This is an optimization exercise on Yosys and OpenROAD, whose aim is small area and a short achievable clock period, not a production implementation. Only simulation tests tie the RTL to the original design; equivalence was not proved. No activity file was given, so power comes from the tool's default toggle rates.

==> xenon <==
==> flow/design.v <==
`timescale 1ns / 1ps
`timescale 1ns / 1ps
`timescale 1ns / 1ps
`timescale 1ns / 1ps
`timescale 1ns / 1ps
module c_aoi22(input a, input b, input c, input d, output y);
    assign y = ~((a & b) | (c & d));
endmodule
module c_nand4(input a, input b, input c, input d, output y);
    assign y = ~(a & b & c & d);
endmodule
module c_nor2(input a, input b, output y);
    assign y = ~(a | b);
endmodule
module c_nand2(input a, input b, output y);
    assign y = ~(a & b);
endmodule
module aor8(input [7:0] s, input [7:0] d, output y);
    assign y = |(s & d);
endmodule
module aor7(input [6:0] s, input [6:0] d, output y);
    assign y = |(s & d);
endmodule
module aor31(input [30:0] s, input [30:0] d, output y);
    wire [3:0] o;
    wire [1:0] n;
    aor7 u7(.s(s[6:0]), .d(d[6:0]), .y(o[0]));
    genvar i;
    generate
        for (i = 1; i < 4; i = i + 1) begin : P
            aor8 u(.s(s[8*i+6:8*i-1]), .d(d[8*i+6:8*i-1]), .y(o[i]));
        end
    endgenerate
    c_nor2 u0(.a(o[0]), .b(o[1]), .y(n[0]));
    c_nor2 u1(.a(o[2]), .b(o[3]), .y(n[1]));
    c_nand2 u2(.a(n[0]), .b(n[1]), .y(y));
endmodule
module aor32(input [31:0] s, input [31:0] d, output y);
    wire [3:0] o;
    wire [1:0] n;
    genvar i;
    generate
        for (i = 0; i < 4; i = i + 1) begin : P
            aor8 u(.s(s[8*i+7:8*i]), .d(d[8*i+7:8*i]), .y(o[i]));
        end
    endgenerate
    c_nor2 u0(.a(o[0]), .b(o[1]), .y(n[0]));
    c_nor2 u1(.a(o[2]), .b(o[3]), .y(n[1]));
    c_nand2 u2(.a(n[0]), .b(n[1]), .y(y));
endmodule
module aor4(input [3:0] s, input [3:0] d, output y);
    assign y = |(s & d);
endmodule
module c_xor2(input a, input b, output y);
    assign y = a ^ b;
endmodule
module c_and2(input a, input b, output y);
    assign y = a & b;
endmodule
module c_inv(input a, output y);
    assign y = ~a;
endmodule
module c_aoi21(input a1, input a2, input b1, output y);
    assign y = ~((a1 & a2) | b1);
endmodule
module c_oai21(input a1, input a2, input b1, output y);
    assign y = ~((a1 | a2) & b1);
endmodule
module c_nand3(input a, input b, input c, output y);
    assign y = ~(a & b & c);
endmodule
module c_ao22(input a, input b, input c, input d, output y);
    assign y = (a & b) | (c & d);
endmodule
`timescale 1ns / 1ps
module ALU32(
    input [31:0] a,
    input [31:0] b,
    input cin,
    output [31:0] s
);
    wire [31:0] p;
    wire [32:0] G [0:6];
    wire [32:0] P [0:6];
    genvar l, k;
    generate
        for (k = 0; k < 32; k = k + 1) begin : PG
            c_xor2 ux(.a(a[k]), .b(b[k]), .y(p[k]));
            c_and2 ug(.a(a[k]), .b(b[k]), .y(G[0][k+1]));
            assign P[0][k+1] = p[k];
        end
        assign G[0][0] = cin;
        assign P[0][0] = 1'b0;
        for (l = 0; l < 6; l = l + 1) begin : LV
            for (k = 0; k < 33; k = k + 1) begin : B
                if (k >= (1 << l)) begin : C
                    if (l % 2 == 0) begin : ODD
                        c_aoi21 ug(.a1(P[l][k]), .a2(G[l][k - (1 << l)]), .b1(G[l][k]), .y(G[l+1][k]));
                        if (k >= (2 << l)) begin : PP
                            c_nand2 up(.a(P[l][k]), .b(P[l][k - (1 << l)]), .y(P[l+1][k]));
                        end else begin : PZ
                            assign P[l+1][k] = 1'b1;
                        end
                    end else begin : EVEN
                        c_oai21 ug(.a1(P[l][k]), .a2(G[l][k - (1 << l)]), .b1(G[l][k]), .y(G[l+1][k]));
                        if (k >= (2 << l)) begin : PP
                            c_nor2 up(.a(P[l][k]), .b(P[l][k - (1 << l)]), .y(P[l+1][k]));
                        end else begin : PZ
                            assign P[l+1][k] = 1'b0;
                        end
                    end
                end else begin : N
                    c_inv ug(.a(G[l][k]), .y(G[l+1][k]));
                    assign P[l+1][k] = (l % 2 == 0) ? 1'b1 : 1'b0;
                end
            end
        end
        for (k = 0; k < 32; k = k + 1) begin : S
            c_xor2 us(.a(p[k]), .b(G[6][k]), .y(s[k]));
        end
    endgenerate
endmodule
`timescale 1ns / 1ps
`timescale 1ns / 1ps
module RegFile(
    input [30:0] s,
    input [991:0] d,
    output [31:0] y
);
    genvar b, j;
    generate
        for (b = 0; b < 32; b = b + 1) begin : BIT
            wire [30:0] col;
            for (j = 0; j < 31; j = j + 1) begin : C
                assign col[j] = d[32*j + b];
            end
            aor31 m(.s(s), .d(col), .y(y[b]));
        end
    endgenerate
endmodule
`timescale 1ns / 1ps
module Data_Memory(
    input [6:0] A,
    input [6:0] ip,
    output [31:0] line
);
    wire [6:0] x;
    wire [6:0] g = A & ip;
    genvar n;
    generate
        for (n = 0; n < 7; n = n + 1) begin : X
            c_xor2 ux(.a(A[n]), .b(ip[n]), .y(x[n]));
        end
    endgenerate
    wire c2 = g[1] | (x[1] & g[0]);
    genvar i;
    generate
        for (i = 0; i < 32; i = i + 1) begin : ROW
            wire [4:0] K = i;
            wire t2 = ~(x[2] ^ K[0] ^ c2);
            wire t3 = ~(x[3] ^ K[1] ^ (g[2] | (x[2] & ~K[0])));
            wire t4 = ~(x[4] ^ K[2] ^ (g[3] | (x[3] & ~K[1])));
            wire t5 = ~(x[5] ^ K[3] ^ (g[4] | (x[4] & ~K[2])));
            wire t6 = ~(x[6] ^ K[4] ^ (g[5] | (x[5] & ~K[3])));
            assign line[i] = t2 & t3 & t4 & t5 & t6;
        end
    endgenerate
endmodule
module dm_read(
    input [31:0] line,
    input [255:0] d,  
    output [7:0] y
);
    genvar b, j;
    generate
        for (b = 0; b < 8; b = b + 1) begin : BIT
            wire [31:0] col;
            for (j = 0; j < 32; j = j + 1) begin : C
                assign col[j] = d[8*j + b];
            end
            aor32 m(.s(line), .d(col), .y(y[b]));
        end
    endgenerate
endmodule
module dm_rot(
    input [3:0] oh,
    input [31:0] q,  
    input [31:0] other_n,
    output [31:0] y  
);
    genvar k, b;
    generate
        for (k = 0; k < 4; k = k + 1) begin : BY
            for (b = 0; b < 8; b = b + 1) begin : BI
                wire n0, n1;
                c_aoi22 u0(.a(oh[0]), .b(q[8*((0 + k) % 4) + b]), .c(oh[1]), .d(q[8*((1 + k) % 4) + b]), .y(n0));
                c_aoi22 u1(.a(oh[2]), .b(q[8*((2 + k) % 4) + b]), .c(oh[3]), .d(q[8*((3 + k) % 4) + b]), .y(n1));
                c_nand3 u2(.a(n0), .b(n1), .c(other_n[8*(3 - k) + b]), .y(y[8*(3 - k) + b]));
            end
        end
    endgenerate
endmodule
`timescale 1ns / 1ps
module CPU_single_cycle(
    input CLK,
    input Reset,  
    output [31:0] iaddr,  
    input [31:0] idata,  
    output reg tr_rf_we,  
    output reg [4:0] tr_rf_waddr,
    output reg [31:0] tr_rf_wdata,
    output reg tr_dm_we,  
    output reg [6:0] tr_dm_addr,
    output reg [31:0] tr_dm_wdata
);
    genvar i, L;
    wire [5:0] op = idata[31:26];
    wire [4:0] rs = idata[25:21];
    wire [4:0] rt = idata[20:16];
    wire [4:0] rd = idata[15:11];
    wire [4:0] sa = idata[10:6];
    wire [15:0] imm = idata[15:0];
    wire op_add  = (op == 6'b000000);
    wire op_addi = (op == 6'b000001);
    wire op_sub  = (op == 6'b000010);
    wire op_ori  = (op == 6'b010000);
    wire op_and  = (op == 6'b010001);
    wire op_or   = (op == 6'b010010);
    wire op_sll  = (op == 6'b011000);
    wire op_slt  = (op == 6'b011100);
    wire op_sw   = (op == 6'b100110);
    wire op_lw   = (op == 6'b100111);
    wire op_beq  = (op == 6'b110000);
    wire op_bne  = (op == 6'b110001);
    wire op_bgtz = (op == 6'b110010);
    wire op_j    = (op == 6'b111000);
    wire wr_rd = op_add | op_sub | op_and | op_or | op_sll | op_slt;
    wire wr_rt = op_addi | op_ori | op_lw;
    wire pc_en = wr_rd | wr_rt | op_sw | op_beq | op_bne | op_bgtz | op_j;
    wire [4:0] wa = wr_rd ? rd : rt;
    wire rf_we = (wr_rd | wr_rt) & (wa != 5'd0);
    wire [31:0] wdata;
    wire [1023:0] rfd;
    reg  [31:1] rv;
    wire [31:0] rvw = {rv, 1'b0};
    assign rfd[31:0] = 32'd0;
    generate
        for (i = 1; i < 32; i = i + 1) begin : R
            reg [31:0] q;
            wire we = rf_we && wa == i;
            wire hold = ~we;
            wire [31:0] dn;
            genvar b2;
            for (b2 = 0; b2 < 32; b2 = b2 + 1) begin : H
                c_ao22 h(.a(we), .b(wdata[b2]), .c(hold), .d(q[b2]), .y(dn[b2]));
            end
            always @(posedge CLK)
                q <= dn;
            assign rfd[32*i+31:32*i] = q;
        end
    endgenerate
    always @(posedge CLK or negedge Reset) begin
        if (Reset == 1'b0)
            rv <= 31'd0;
        else if (rf_we)
            rv[wa] <= 1'b1;
    end
    wire [31:0] selA, selB;
    generate
        for (i = 0; i < 32; i = i + 1) begin : SEL
            assign selA[i] = rvw[i] & (rs == i);
            assign selB[i] = rvw[i] & (rt == i);
        end
    endgenerate
    wire [31:0] A, B;
    RegFile rdA(.s(selA[31:1]), .d(rfd[1023:32]), .y(A));
    RegFile rdB(.s(selB[31:1]), .d(rfd[1023:32]), .y(B));
    wire use_imm = op_addi | op_lw | op_sw;
    wire do_sub = op_sub | op_slt | op_bgtz;
    wire [31:0] simm = {{16{imm[15]}}, imm};
    wire [31:0] Bop = use_imm ? simm : (do_sub ? ~B : B);
    wire [31:0] sum;
    ALU32 alu(.a(A), .b(Bop), .cin(do_sub), .s(sum));
    wire lt = (A[31] ^ B[31]) ? A[31] : sum[31];
    wire eq = (A == B);
    wire [31:0] shl = B << sa;
    wire [6:0] ea = A[6:0] + imm[6:0];
    wire [1:0] o = A[1:0] + imm[1:0];
    wire [3:0] oh = {o == 2'd3, o == 2'd2, o == 2'd1, o == 2'd0};
    wire [7:0] wb [0:3];
    assign wb[0] = B[31:24];
    assign wb[1] = B[23:16];
    assign wb[2] = B[15:8];
    assign wb[3] = B[7:0];
    wire [31:0] q;
    generate
        for (L = 0; L < 4; L = L + 1) begin : LANE
            wire [6:0] ip = imm[6:0] + (3 - L);
            wire [31:0] line;
            Data_Memory dec(.A(A[6:0]), .ip(ip), .line(line));
            wire [1:0] k = L - o;
            wire [7:0] wbyte = wb[k];
            wire [255:0] md;
            for (i = 0; i < 32; i = i + 1) begin : ROW
                reg [7:0] b;
                wire we = op_sw & line[i];
                wire hold = ~we;
                wire [7:0] dn;
                genvar b2;
                for (b2 = 0; b2 < 8; b2 = b2 + 1) begin : H
                    c_ao22 h(.a(we), .b(wbyte[b2]), .c(hold), .d(b[b2]), .y(dn[b2]));
                end
                always @(posedge CLK)
                    b <= dn;
                assign md[8*i+7:8*i] = b;
            end
            dm_read rd(.line(line), .d(md), .y(q[8*L+7:8*L]));
        end
    endgenerate
    wire [31:0] other = ({32{op_add | op_addi | op_sub}} & sum)
                      | ({32{op_ori}} & (A | {16'd0, imm}))
                      | ({32{op_and}} & (A & B))
                      | ({32{op_or}}  & (A | B))
                      | ({32{op_sll}} & shl)
                      | ({32{op_slt}} & {31'd0, lt});
    dm_rot rot(.oh(oh & {4{op_lw}}), .q(q), .other_n(~other), .y(wdata));
    reg [31:2] pc;
    wire [31:2] pc4 = pc + 30'd1;
    wire [31:2] pct = pc4 + {{14{imm[15]}}, imm};
    wire take = (op_beq & eq) | (op_bne & ~eq) | (op_bgtz & ~eq & ~sum[31]);
    wire [31:2] npc = op_j ? {14'd0, imm} : (take ? pct : pc4);
    always @(posedge CLK or negedge Reset) begin
        if (Reset == 1'b0)
            pc <= 30'd0;
        else if (pc_en)
            pc <= npc;
    end
    assign iaddr = {pc, 2'b00};
    always @(posedge CLK or negedge Reset) begin
        if (Reset == 1'b0) begin
            tr_rf_we <= 1'b0;
            tr_dm_we <= 1'b0;
        end else begin
            tr_rf_we <= rf_we;
            tr_dm_we <= op_sw;
        end
    end
    always @(posedge CLK) begin
        tr_rf_waddr <= wa;
        tr_rf_wdata <= wdata;
        tr_dm_addr <= ea;
        tr_dm_wdata <= B;
    end
endmodule
==> flow/run.sh <==
#!/bin/bash
# synth_recipe.tcl (not shown) runs the flow's synth.tcl, then flattens the netlist and writes it again
# the make line also repeats each setting of config.mk as NAME=value (left out here)
make -C /OpenROAD-flow-scripts/flow DESIGN_CONFIG=/design/flow/config.mk WORK_HOME=/design/flow/orfs CLKGATE_MAP_FILE= SYNTH_SCRIPT=/design/flow/synth_recipe.tcl finish
==> flow/config.mk <==
export PLATFORM = sky130hd
export DESIGN_NAME = CPU_single_cycle
export DESIGN_NICKNAME = CPU_single_cycle
export VERILOG_FILES = /design/flow/design.v
export SDC_FILE = /design/flow/constraint.sdc
export NUM_CORES = 4
export LEC_CHECK = 0
export CAP_MARGIN = 30
export CORE_MARGIN = 2
export CORE_UTILIZATION = 40
export CTS_BUF_LIST = sky130_fd_sc_hd__clkbuf_8
export CTS_CLUSTER_SIZE = 20
export PLACE_DENSITY = 0.6
export SETUP_SLACK_MARGIN = 5
export SLEW_MARGIN = 30
export SYNTH_HIERARCHICAL = 1
export TNS_END_PERCENT = 10
==> flow/constraint.sdc <==
create_clock -name core_clock -period 12.0 [get_ports {CLK}]
set_input_delay 2.4000 -clock core_clock [delete_from_list [all_inputs] [get_ports {CLK}]]
set_output_delay 2.4000 -clock core_clock [all_outputs]
set_load 0.01 [all_outputs]
==> inputs of zinc, as changes to xenon <==
==> flow/design.v, changed modules only <==
module ALU32(
    input [31:0] a,
    input [31:0] b,
    input cin,
    output [31:0] s
);
    wire [31:0] p;
    wire [32:0] G [0:6];
    wire [32:0] P [0:6];
    genvar l, k;
    generate
        for (k = 0; k < 32; k = k + 1) begin : PG
            c_xor2 ux(.a(a[k]), .b(b[k]), .y(p[k]));
            c_and2 ug(.a(a[k]), .b(b[k]), .y(G[0][k+1]));
            assign P[0][k+1] = p[k];
        end
        assign G[0][0] = cin;
        assign P[0][0] = 1'b0;
        for (l = 0; l < 6; l = l + 1) begin : LV
            for (k = 0; k < 33; k = k + 1) begin : B
                if (k >= (1 << l)) begin : C
                    if (l % 2 == 0) begin : ODD
                        c_aoi21 ug(.a1(P[l][k]), .a2(G[l][k - (1 << l)]), .b1(G[l][k]), .y(G[l+1][k]));
                        if (k - (1 << l) >= 1) begin : PP
                            c_nand2 up(.a(P[l][k]), .b(P[l][k - (1 << l)]), .y(P[l+1][k]));
                        end else begin : PZ
                            assign P[l+1][k] = 1'b1;
                        end
                    end else begin : EVEN
                        c_oai21 ug(.a1(P[l][k]), .a2(G[l][k - (1 << l)]), .b1(G[l][k]), .y(G[l+1][k]));
                        if (k - (1 << l) >= 1) begin : PP
                            c_nor2 up(.a(P[l][k]), .b(P[l][k - (1 << l)]), .y(P[l+1][k]));
                        end else begin : PZ
                            assign P[l+1][k] = 1'b0;
                        end
                    end
                end else begin : N
                    c_inv ug(.a(G[l][k]), .y(G[l+1][k]));
                    assign P[l+1][k] = (l % 2 == 0) ? 1'b1 : 1'b0;
                end
            end
        end
        for (k = 0; k < 32; k = k + 1) begin : S
            c_xor2 us(.a(p[k]), .b(G[6][k]), .y(s[k]));
        end
    endgenerate
endmodule
module RegFile(
    input [31:0] s,
    input [1023:0] d,
    output [31:0] y
);
    genvar b, j;
    generate
        for (b = 0; b < 32; b = b + 1) begin : BIT
            wire [31:0] col;
            for (j = 0; j < 32; j = j + 1) begin : C
                assign col[j] = d[32*j + b];
            end
            aor32 m(.s(s), .d(col), .y(y[b]));
        end
    endgenerate
endmodule
module Data_Memory(
    input [6:0] A,
    input [6:0] ip,
    output [31:0] line
);
    wire [6:0] x = A ^ ip;
    wire [6:0] g = A & ip;
    wire c2 = g[1] | (x[1] & g[0]);
    genvar i;
    generate
        for (i = 0; i < 32; i = i + 1) begin : ROW
            wire [4:0] K = i;
            wire t2 = ~(x[2] ^ K[0] ^ c2);
            wire t3 = ~(x[3] ^ K[1] ^ (g[2] | (x[2] & ~K[0])));
            wire t4 = ~(x[4] ^ K[2] ^ (g[3] | (x[3] & ~K[1])));
            wire t5 = ~(x[5] ^ K[3] ^ (g[4] | (x[4] & ~K[2])));
            wire t6 = ~(x[6] ^ K[4] ^ (g[5] | (x[5] & ~K[3])));
            assign line[i] = t2 & t3 & t4 & t5 & t6;
        end
    endgenerate
endmodule
module dm_rot(
    input [3:0] oh,
    input [31:0] q,  
    output [31:0] y  
);
    genvar k, b;
    generate
        for (k = 0; k < 4; k = k + 1) begin : BY
            for (b = 0; b < 8; b = b + 1) begin : BI
                aor4 m(.s(oh),
                       .d({q[8*((3 + k) % 4) + b], q[8*((2 + k) % 4) + b],
                           q[8*((1 + k) % 4) + b], q[8*((0 + k) % 4) + b]}),
                       .y(y[8*(3 - k) + b]));
            end
        end
    endgenerate
endmodule
module CPU_single_cycle(
    input CLK,
    input Reset,  
    output [31:0] iaddr,  
    input [31:0] idata,  
    output reg tr_rf_we,  
    output reg [4:0] tr_rf_waddr,
    output reg [31:0] tr_rf_wdata,
    output reg tr_dm_we,  
    output reg [6:0] tr_dm_addr,
    output reg [31:0] tr_dm_wdata
);
    genvar i, L;
    wire [5:0] op = idata[31:26];
    wire [4:0] rs = idata[25:21];
    wire [4:0] rt = idata[20:16];
    wire [4:0] rd = idata[15:11];
    wire [4:0] sa = idata[10:6];
    wire [15:0] imm = idata[15:0];
    wire op_add  = (op == 6'b000000);
    wire op_addi = (op == 6'b000001);
    wire op_sub  = (op == 6'b000010);
    wire op_ori  = (op == 6'b010000);
    wire op_and  = (op == 6'b010001);
    wire op_or   = (op == 6'b010010);
    wire op_sll  = (op == 6'b011000);
    wire op_slt  = (op == 6'b011100);
    wire op_sw   = (op == 6'b100110);
    wire op_lw   = (op == 6'b100111);
    wire op_beq  = (op == 6'b110000);
    wire op_bne  = (op == 6'b110001);
    wire op_bgtz = (op == 6'b110010);
    wire op_j    = (op == 6'b111000);
    wire wr_rd = op_add | op_sub | op_and | op_or | op_sll | op_slt;
    wire wr_rt = op_addi | op_ori | op_lw;
    wire pc_en = wr_rd | wr_rt | op_sw | op_beq | op_bne | op_bgtz | op_j;
    wire [4:0] wa = wr_rd ? rd : rt;
    wire rf_we = (wr_rd | wr_rt) & (wa != 5'd0);
    wire [31:0] wdata;
    wire [1023:0] rfd;
    reg  [31:1] rv;
    wire [31:0] rvw = {rv, 1'b0};
    assign rfd[31:0] = 32'd0;
    generate
        for (i = 1; i < 32; i = i + 1) begin : R
            reg [31:0] q;
            always @(posedge CLK)
                if (rf_we && wa == i) q <= wdata;
            assign rfd[32*i+31:32*i] = q;
        end
    endgenerate
    always @(posedge CLK or negedge Reset) begin
        if (Reset == 1'b0)
            rv <= 31'd0;
        else if (rf_we)
            rv[wa] <= 1'b1;
    end
    wire [31:0] selA, selB;
    generate
        for (i = 0; i < 32; i = i + 1) begin : SEL
            assign selA[i] = rvw[i] & (rs == i);
            assign selB[i] = rvw[i] & (rt == i);
        end
    endgenerate
    wire [31:0] A, B;
    RegFile rdA(.s(selA), .d(rfd), .y(A));
    RegFile rdB(.s(selB), .d(rfd), .y(B));
    wire use_imm = op_addi | op_lw | op_sw;
    wire do_sub = op_sub | op_slt | op_bgtz;
    wire [31:0] simm = {{16{imm[15]}}, imm};
    wire [31:0] Bop = use_imm ? simm : (do_sub ? ~B : B);
    wire [31:0] sum;
    ALU32 alu(.a(A), .b(Bop), .cin(do_sub), .s(sum));
    wire lt = (A[31] ^ B[31]) ? A[31] : sum[31];
    wire eq = (A == B);
    wire [31:0] shl = B << sa;
    wire [6:0] ea = A[6:0] + imm[6:0];
    wire [1:0] o = A[1:0] + imm[1:0];
    wire [3:0] oh = {o == 2'd3, o == 2'd2, o == 2'd1, o == 2'd0};
    wire [7:0] wb [0:3];
    assign wb[0] = B[31:24];
    assign wb[1] = B[23:16];
    assign wb[2] = B[15:8];
    assign wb[3] = B[7:0];
    wire [31:0] q;
    generate
        for (L = 0; L < 4; L = L + 1) begin : LANE
            wire [6:0] ip = imm[6:0] + (3 - L);
            wire [31:0] line;
            Data_Memory dec(.A(A[6:0]), .ip(ip), .line(line));
            wire [1:0] k = L - o;
            wire [7:0] wbyte = wb[k];
            wire [255:0] md;
            for (i = 0; i < 32; i = i + 1) begin : ROW
                reg [7:0] b;
                always @(posedge CLK)
                    if (op_sw && line[i]) b <= wbyte;
                assign md[8*i+7:8*i] = b;
            end
            dm_read rd(.line(line), .d(md), .y(q[8*L+7:8*L]));
        end
    endgenerate
    wire [31:0] mdata;
    dm_rot rot(.oh(oh & {4{op_lw}}), .q(q), .y(mdata));
    assign wdata = ({32{op_add | op_addi | op_sub}} & sum)
                 | ({32{op_ori}} & (A | {16'd0, imm}))
                 | ({32{op_and}} & (A & B))
                 | ({32{op_or}}  & (A | B))
                 | ({32{op_sll}} & shl)
                 | ({32{op_slt}} & {31'd0, lt})
                 | mdata;  
    reg [31:2] pc;
    wire [31:2] pc4 = pc + 30'd1;
    wire [31:2] pct = pc4 + {{14{imm[15]}}, imm};
    wire take = (op_beq & eq) | (op_bne & ~eq) | (op_bgtz & ~eq & ~sum[31]);
    wire [31:2] npc = op_j ? {14'd0, imm} : (take ? pct : pc4);
    always @(posedge CLK or negedge Reset) begin
        if (Reset == 1'b0)
            pc <= 30'd0;
        else if (pc_en)
            pc <= npc;
    end
    assign iaddr = {pc, 2'b00};
    always @(posedge CLK or negedge Reset) begin
        if (Reset == 1'b0) begin
            tr_rf_we <= 1'b0;
            tr_dm_we <= 1'b0;
        end else begin
            tr_rf_we <= rf_we;
            tr_dm_we <= op_sw;
        end
    end
    always @(posedge CLK) begin
        tr_rf_waddr <= wa;
        tr_rf_wdata <= wdata;
        tr_dm_addr <= ea;
        tr_dm_wdata <= B;
    end
endmodule
// module aor7 removed
// module aor31 removed
// module c_nand3 removed
// module c_ao22 removed
==> results.tsv <==
metric	value	unit
status	timing/DRC/antenna clean	
Post-Layout Inst Area	114000	sq um
Lkg Pwr	0.0448	uW
1st-iter DRT viols	13500	
non-filler cells, final	13100	
adder-cell share of the synthesized area	0.0164	
CTS-repair resized insts	493	
top_reg_cell synth	dfxtp_1	
Mean Syn Cell Area	10.4	sq um
worst vdd ir	0.0000977	V
metal3 WL	61400	um
Source of the figures above: xenon

==> results.tsv <==
metric	value	unit
adder-cell share of the synthesized area	0.0213	
Mean Syn Cell Area	14.0	sq um
metal3 WL	45100	um
1st-iter DRT viols	10300	
largest net degree at the start of global routing	69	
Worst Hold Endpoint	rv[10]	
Lkg Pwr	0.0392	uW
worst vdd ir	0.000142	V
status	timing/DRC/antenna clean	
main combinational cell family by area after synthesis	compound AO/OA/AOI/OAI gates	
Routed Antenna Nets	0	
Post-Layout Inst Area	116000	sq um
Source of the figures above: zinc

separate check: timing with driven ports:
Ports are ideal in the flow. The routed layouts listed here were re-timed in OpenROAD.
Step 1, drivers: a clkbuf_16 drives CLK and a buf_2 each remaining input, both assumed.
Step 2 moves the port delays by t, midway between the first and last clock arrival at a register: inputs arrive t later, outputs are due t later. That takes back most of the time a late clock gives input paths.
a / b / c = ideal ports / drivers / drivers and shift; a / b = the first two.
run | t (ns) | slack for setup (ns) | worst hold slack (ns) | worst setup path at the end | latest minus earliest clock arrival (ns)
xenon | 1.212 | 4.779 / 4.823 / 3.611 | 0.471 / 0.471 / 0.471 | input to register | 0.092 / 0.092
zinc | 1.150 | 4.767 / 4.797 / 3.647 | 0.518 / 0.518 / 0.518 | input to register | 0.114 / 0.114
After both steps every run listed still meets setup and hold. For xenon, which loses most, drivers alone change the setup slack by +0.044 ns; drivers and shift together by -1.168 ns.
